What follows belongs to an exercise in optimizing a design on an open flow for small area and a short achievable clock period; a production flow would make more cautious choices.
Where RTL was checked, it was by simulation tests only, not by an equivalence proof against the original.

==> inputs of 04-25 <==
// Chevychev_highpass
module Chevychev_highpass (
    data_in, data_out, clk, rst
);
    output [17:0] data_out;
    input  [7:0]  data_in;
    input         clk, rst;
    reg [7:0]  XN;    
    reg [17:0] YN;    
    reg [17:0] RS;
    reg [17:0] R3;
    reg [0:0] R3c;    
    reg [17:0] R4;
    reg [0:0] R4c;    
    reg [17:0] R5;
    reg [0:0] R5c;    
    reg [17:0] R6;
    reg [0:0] R6c;    
    reg [17:0] R7;
    reg [0:0] R7c;    
    reg [17:0] R8;
    reg [0:0] R8c;    
    reg [17:0] R9;
    reg [0:0] R9c;    
    wire n_1 = ~XN[0];
    wire n_2 = ~XN[1];
    wire n_3 = ~XN[2];
    wire n_4 = ~XN[3];
    wire n_5 = ~XN[4];
    wire n_6 = ~XN[5];
    wire n_7 = ~XN[6];
    wire n_8 = ~XN[7];
    wire n_9 = ~YN[0];
    wire n_10 = ~YN[1];
    wire n_11 = ~YN[2];
    wire n_12 = ~YN[3];
    wire n_13 = ~YN[4];
    wire n_14 = ~YN[5];
    wire n_15 = ~YN[6];
    wire n_16 = ~YN[7];
    wire n_17 = ~YN[8];
    wire n_18 = ~YN[9];
    wire n_19 = ~YN[10];
    wire n_20 = ~YN[11];
    wire n_21 = ~YN[12];
    wire n_22 = ~YN[13];
    wire n_23 = ~YN[14];
    wire n_24 = ~YN[15];
    wire n_25 = ~YN[16];
    wire n_26 = ~YN[17];
    wire s_27, c_28;
    iir_ha us_27 (.a(n_3), .b(n_1), .s(s_27), .co(c_28));
    wire s_29, c_30;
    iir_fa us_29 (.a(n_4), .b(n_2), .c(c_28), .s(s_29), .co(c_30));
    wire s_31, c_32;
    iir_fa us_31 (.a(n_5), .b(n_3), .c(c_30), .s(s_31), .co(c_32));
    wire s_33, c_34;
    iir_fa us_33 (.a(n_6), .b(n_4), .c(c_32), .s(s_33), .co(c_34));
    wire s_35, c_36;
    iir_fa us_35 (.a(n_7), .b(n_5), .c(c_34), .s(s_35), .co(c_36));
    wire s_37, c_38;
    iir_fa us_37 (.a(n_8), .b(n_6), .c(c_36), .s(s_37), .co(c_38));
    wire s_39, c_40;
    iir_ha us_39 (.a(n_7), .b(c_38), .s(s_39), .co(c_40));
    wire s_41, c_42;
    iir_ha us_41 (.a(n_8), .b(c_40), .s(s_41), .co(c_42));
    wire n_43 = ~data_in[0];
    wire n_44 = ~data_in[1];
    wire n_45 = ~data_in[2];
    wire n_46 = ~data_in[3];
    wire n_47 = ~data_in[4];
    wire n_48 = ~data_in[5];
    wire n_49 = ~data_in[6];
    wire n_50 = ~data_in[7];
    wire n_51 = ~n_1;
    wire n_52 = ~n_2;
  ...
==> flow/config.mk <==
export PLATFORM = sky130hd
export DESIGN_NAME = Chevychev_highpass
export DESIGN_NICKNAME = Chevychev_highpass
export VERILOG_FILES = /design/flow/design.v
export SDC_FILE = /design/flow/constraint.sdc
export NUM_CORES = 4
export LEC_CHECK = 0
export CAP_MARGIN = 20
export CORE_MARGIN = 2
export CORE_UTILIZATION = 40
export SLEW_MARGIN = 20
export SYNTH_HIERARCHICAL = 1
export SYNTH_MINIMUM_KEEP_SIZE = 0
==> flow/constraint.sdc <==
create_clock -name core_clock -period 16.0 [get_ports {clk}]
set_input_delay 3.2000 -clock core_clock [delete_from_list [all_inputs] [get_ports {clk}]]
set_output_delay 3.2000 -clock core_clock [all_outputs]
set_load 0.01 [all_outputs]
standard.sh (not shown) runs the stock make flow with config.mk's settings and CLKGATE_MAP_FILE= SYNTH_SCRIPT=/design/flow/synth_recipe.tcl, a recipe that flattens the netlist after the stock synthesis.
==> flow/flow/run.sh <==
#!/bin/bash
# Standard layout, with stronger port buffers and timing repair aimed past the clock period.
set -euo pipefail
bash standard.sh "BUFFER_PORTS_ARGS=-buffer_cell sky130_fd_sc_hd__buf_4" SETUP_SLACK_MARGIN=7 finish > standard_sh.log 2>&1
==> 08-27 (differences from 04-25) <==
==> flow/flow/run.sh (replaced) <==
#!/bin/bash
# Standard layout, with stronger port buffers and timing repair aimed past the clock period.
set -euo pipefail
bash standard.sh "BUFFER_PORTS_ARGS=-buffer_cell sky130_fd_sc_hd__buf_4" SETUP_SLACK_MARGIN=8.5 finish > standard_sh.log 2>&1
==> 08-03 (differences from 04-25) <==
==> flow/flow/run.sh (replaced) <==
#!/bin/bash
# Standard layout, with stronger port buffers and timing repair aimed past the clock period.
set -euo pipefail
bash standard.sh "BUFFER_PORTS_ARGS=-buffer_cell sky130_fd_sc_hd__buf_4" finish > standard_sh.log 2>&1
==> impl_metrics.toml <==
[status]
status = "complete, no violations"

[detailed_routing]
met2_length_um = 17100

[setup_path]
slowest_stage = "a31oi_1"

[cells_and_area]
drive_above_1_share_pct = 6.50
(the above is from 08-03)
==> impl_metrics.toml <==
[cells_and_area]
buf_share_pct = 1.62
drive_above_1_share_pct = 6.84

[setup_path]
crit_path_start_kind = "primary input"
slowest_stage = "or2_2"

[status]
status = "complete, no violations"

[detailed_routing]
met2_length_um = 17100
(the above is from 04-25)
==> impl_metrics.toml <==
[status]
status = "complete, no violations"

[cells_and_area]
drive_above_1_share_pct = 18.4

[setup_path]
slowest_stage = "or2_4"

[sta]
setup-tns-final_ns = 0

[detailed_routing]
met2_length_um = 17800

[synthesis]
yosysMostFrequentCell = "fa_1"
yosysWarningCount = 7
synth_edf_count = 0
(the above is from 08-27)
No run of this note included a check of the RTL's function; only the layout flow was run.

==> build 64 <==
Another version of the RTL of Chevychev_highpass (not shown whole).
Settings: LEC_CHECK=0, CAP_MARGIN=20, CORE_MARGIN=2, CORE_UTILIZATION=40, SLEW_MARGIN=20, SYNTH_HIERARCHICAL=1, SYNTH_MINIMUM_KEEP_SIZE=0; clock period 16.0 ns.
==> flow/flow/run.sh <==
#!/bin/bash
# The standard layout (standard.sh), with three changes to how it is made:
#  - port buffers are buf_4 instead of the default (a slow delay buffer),
#  - timing repair aims for 7 ns of setup slack (the design runs well below
#    the 16 ns clock, so the default repair would never act),
#  - clock tree: clkbuf_8 buffers, sinks clustered by 20 within 60 um, no
#    dummy loads.
# The full make output goes to standard_sh.log; ORFS keeps per-step logs in orfs/logs.
set -euo pipefail
bash standard.sh \
  "BUFFER_PORTS_ARGS=-buffer_cell sky130_fd_sc_hd__buf_4" \
  SETUP_SLACK_MARGIN=7.75 \
  "CTS_ARGS=-sink_clustering_enable -repair_clock_nets -dont_use_dummy_load -sink_clustering_size 20 -sink_clustering_max_diameter 60 -buf_list sky130_fd_sc_hd__clkbuf_8" \
  finish > standard_sh.log 2>&1
==> build 60 (differences from build 64) <==
==> flow/flow/run.sh (replaced) <==
#!/bin/bash
# The standard layout (standard.sh), with three changes to how it is made:
#  - port buffers are buf_2 instead of the default (a slow delay buffer),
#  - timing repair aims for 7 ns of setup slack (the design runs well below
#    the 16 ns clock, so the default repair would never act),
#  - clock tree: clkbuf_8 buffers, sinks clustered by 20 within 60 um, no
#    dummy loads.
# The full make output goes to standard_sh.log; ORFS keeps per-step logs in orfs/logs.
set -euo pipefail
bash standard.sh \
  "BUFFER_PORTS_ARGS=-buffer_cell sky130_fd_sc_hd__buf_2" \
  SETUP_SLACK_MARGIN=7.5 \
  "CTS_ARGS=-sink_clustering_enable -repair_clock_nets -dont_use_dummy_load -sink_clustering_size 20 -sink_clustering_max_diameter 60 -buf_list sky130_fd_sc_hd__clkbuf_8" \
  finish > standard_sh.log 2>&1
==> impl_metrics.yaml <==
status:
  status: "complete, no violations"
sta:
  period_minus_slack_ns: 8.50
cells_and_area:
  syn_to_final_growth_pct: 10.2
  fillers: 3363
  non_clock_buffer_count: 72
detailed_routing:
  drt_iter0_drc: 275
placement:
  dpl_cell_area_um2: 15500
clock_tree:
  cts_resized: 38
setup_path:
  worstPathArrival_ns: 5.30
-- figures above: build 60

==> impl_metrics.yaml <==
placement:
  dpl_cell_area_um2: 15600
status:
  status: "complete, no violations"
sta:
  period_minus_slack_ns: 8.44
cells_and_area:
  fillers: 3318
  non_clock_buffer_count: 73
  syn_to_final_growth_pct: 11.6
synthesis:
  synthSimpleGateAreaFrac_pct: 7.10
  synth_fa_ha_area_share_pct: 60.8
clock_tree:
  cts_resized: 66
setup_path:
  rr_startpoint: "YN[2]$_SDFF_PP1_"
  worstPathArrival_ns: 5.24
-- figures above: build 64


==> violet: inputs <==
Chevychev_highpass again, from the RTL that the note above started with.
==> flow/config.mk <==
export PLATFORM = sky130hd
export DESIGN_NAME = Chevychev_highpass
export DESIGN_NICKNAME = Chevychev_highpass
export VERILOG_FILES = /design/flow/design.v
export SDC_FILE = /design/flow/constraint.sdc
export NUM_CORES = 4
export LEC_CHECK = 0
export CAP_MARGIN = 20
export CORE_MARGIN = 2
export CORE_UTILIZATION = 40
export SLEW_MARGIN = 20
export SYNTH_HIERARCHICAL = 1
export SYNTH_MINIMUM_KEEP_SIZE = 0
==> flow/constraint.sdc <==
create_clock -name core_clock -period 16.0 [get_ports {clk}]
set_input_delay 3.2000 -clock core_clock [delete_from_list [all_inputs] [get_ports {clk}]]
set_output_delay 3.2000 -clock core_clock [all_outputs]
set_load 0.01 [all_outputs]
==> flow/flow/run.sh <==
#!/bin/bash
# The standard layout (standard.sh), with three changes to how it is made:
#  - port buffers are buf_4 instead of the default (a slow delay buffer),
#  - timing repair aims for 7 ns of setup slack (the design runs well below
#    the 16 ns clock, so the default repair would never act),
#  - clock tree: clkbuf_8 buffers, sinks clustered by 20 within 60 um, no
#    dummy loads.
# The full make output goes to standard_sh.log; ORFS keeps per-step logs in orfs/logs.
set -euo pipefail
bash standard.sh \
  "BUFFER_PORTS_ARGS=-buffer_cell sky130_fd_sc_hd__buf_4" \
  SETUP_SLACK_MARGIN=7.5 \
  "CTS_ARGS=-sink_clustering_enable -repair_clock_nets -dont_use_dummy_load -sink_clustering_size 20 -sink_clustering_max_diameter 60 -buf_list sky130_fd_sc_hd__clkbuf_8" \
  finish > standard_sh.log 2>&1
==> harbor: changes against violet <==
--- a/flow/flow/run.sh
+++ b/flow/flow/run.sh
@@ -1,7 +1,7 @@
 #!/bin/bash
 # The standard layout (standard.sh), with three changes to how it is made:
 #  - port buffers are buf_4 instead of the default (a slow delay buffer),
-#  - timing repair aims for 7 ns of setup slack (the design runs well below
+#  - timing repair aims for 7.5 ns of setup slack (the design runs well below
 #    the 16 ns clock, so the default repair would never act),
 #  - clock tree: clkbuf_8 buffers, sinks clustered by 20 within 60 um, no
 #    dummy loads.
==> run summary <==
Outcome: violet complete, no violations; harbor complete, no violations
Fmax: violet 118 MHz; harbor 118 MHz
Sequential element share of the synthesized area: violet 23.9%; harbor 23.9%
Max-cap violations: violet 0; harbor 0
Top flip-flop cell by instance count after synthesis: violet dfxtp_1; harbor dfxtp_1
Crit path buf inv count: violet 2; harbor 2
Sequential cell count: violet 177; harbor 177
Number of flops mapped to enable cells by yosys: violet 0; harbor 0
Yosys warnings: violet 7; harbor 7
Share of cells above drive strength 1: violet 9.94%; harbor 9.94%
Setup slack of the worst register-to-register path: violet 7670 ps; harbor 7670 ps
Register-to-Register Path Depth: violet 23; harbor 23
Transition time at the pin with the least slew margin: violet 806 ps; harbor 806 ps
Leading area contributor after synthesis: violet fa_1; harbor fa_1
Vias/cell: violet 4.79; harbor 4.79
Setup TNS: violet 0 ps; harbor 0 ps
Share of the synthesized area in compound gates (AO/OA/AOI/OAI): violet 2.19%; harbor 2.19%
Uppermost signal routing layer after detailed routing: violet met4; harbor met4
Cell total after placement: violet 1564; harbor 1564
Worst setup path endpoint: violet data_out[17]; harbor data_out[17]
Number of vias after detailed routing: violet 7585; harbor 7585
FF+latch count, synth: violet 177; harbor 177
Endpoint kind of the worst setup timing path: violet primary output; harbor primary output

-- static timing again, ports no longer ideal --
No port has a modelled driver above. Below, the same layouts with a new extraction and two added sets of constraints. Step 1, drivers: a clkbuf_16 drives clk and a buf_2 each remaining input, both assumed. Step 2, shift: input delay + t, output delay - t, t = (earliest + latest rising clock arrival at the registers) / 2. This alone moves slack from input paths to output paths. Slacks: ideal / step 1 / step 2; pairs: ideal / step 1.
run | t (ns) | setup WS [ns] | worst setup path after step 2 | latest minus earliest clock arrival (ns) | worst slew at a driven data input, ns
04-25 | 0.510 | 7.204 / 7.179 / 7.179 | input to output | 0.011 / 0.010 | 0.03
08-27 | 0.508 | 7.484 / 7.438 / 7.438 | input to output | 0.013 / 0.013 | 0.06
08-03 | 0.510 | 6.935 / 6.910 / 6.910 | input to output | 0.009 / 0.009 | 0.03
build 64 | 0.538 | 7.564 / 7.537 / 7.537 | input to output | 0.029 / 0.030 | 0.06
build 60 | 0.530 | 7.501 / 7.456 / 7.456 | input to output | 0.037 / 0.037 | 0.06
violet | 0.524 | 7.554 / 7.511 / 7.511 | input to output | 0.038 / 0.037 | 0.05
harbor | 0.524 | 7.554 / 7.511 / 7.511 | input to output | 0.038 / 0.037 | 0.05
After both steps setup and hold are still met in every run listed. The setup slack of 08-27, which loses most, moves by -0.046 ns with the drivers and by -0.046 ns with both steps.
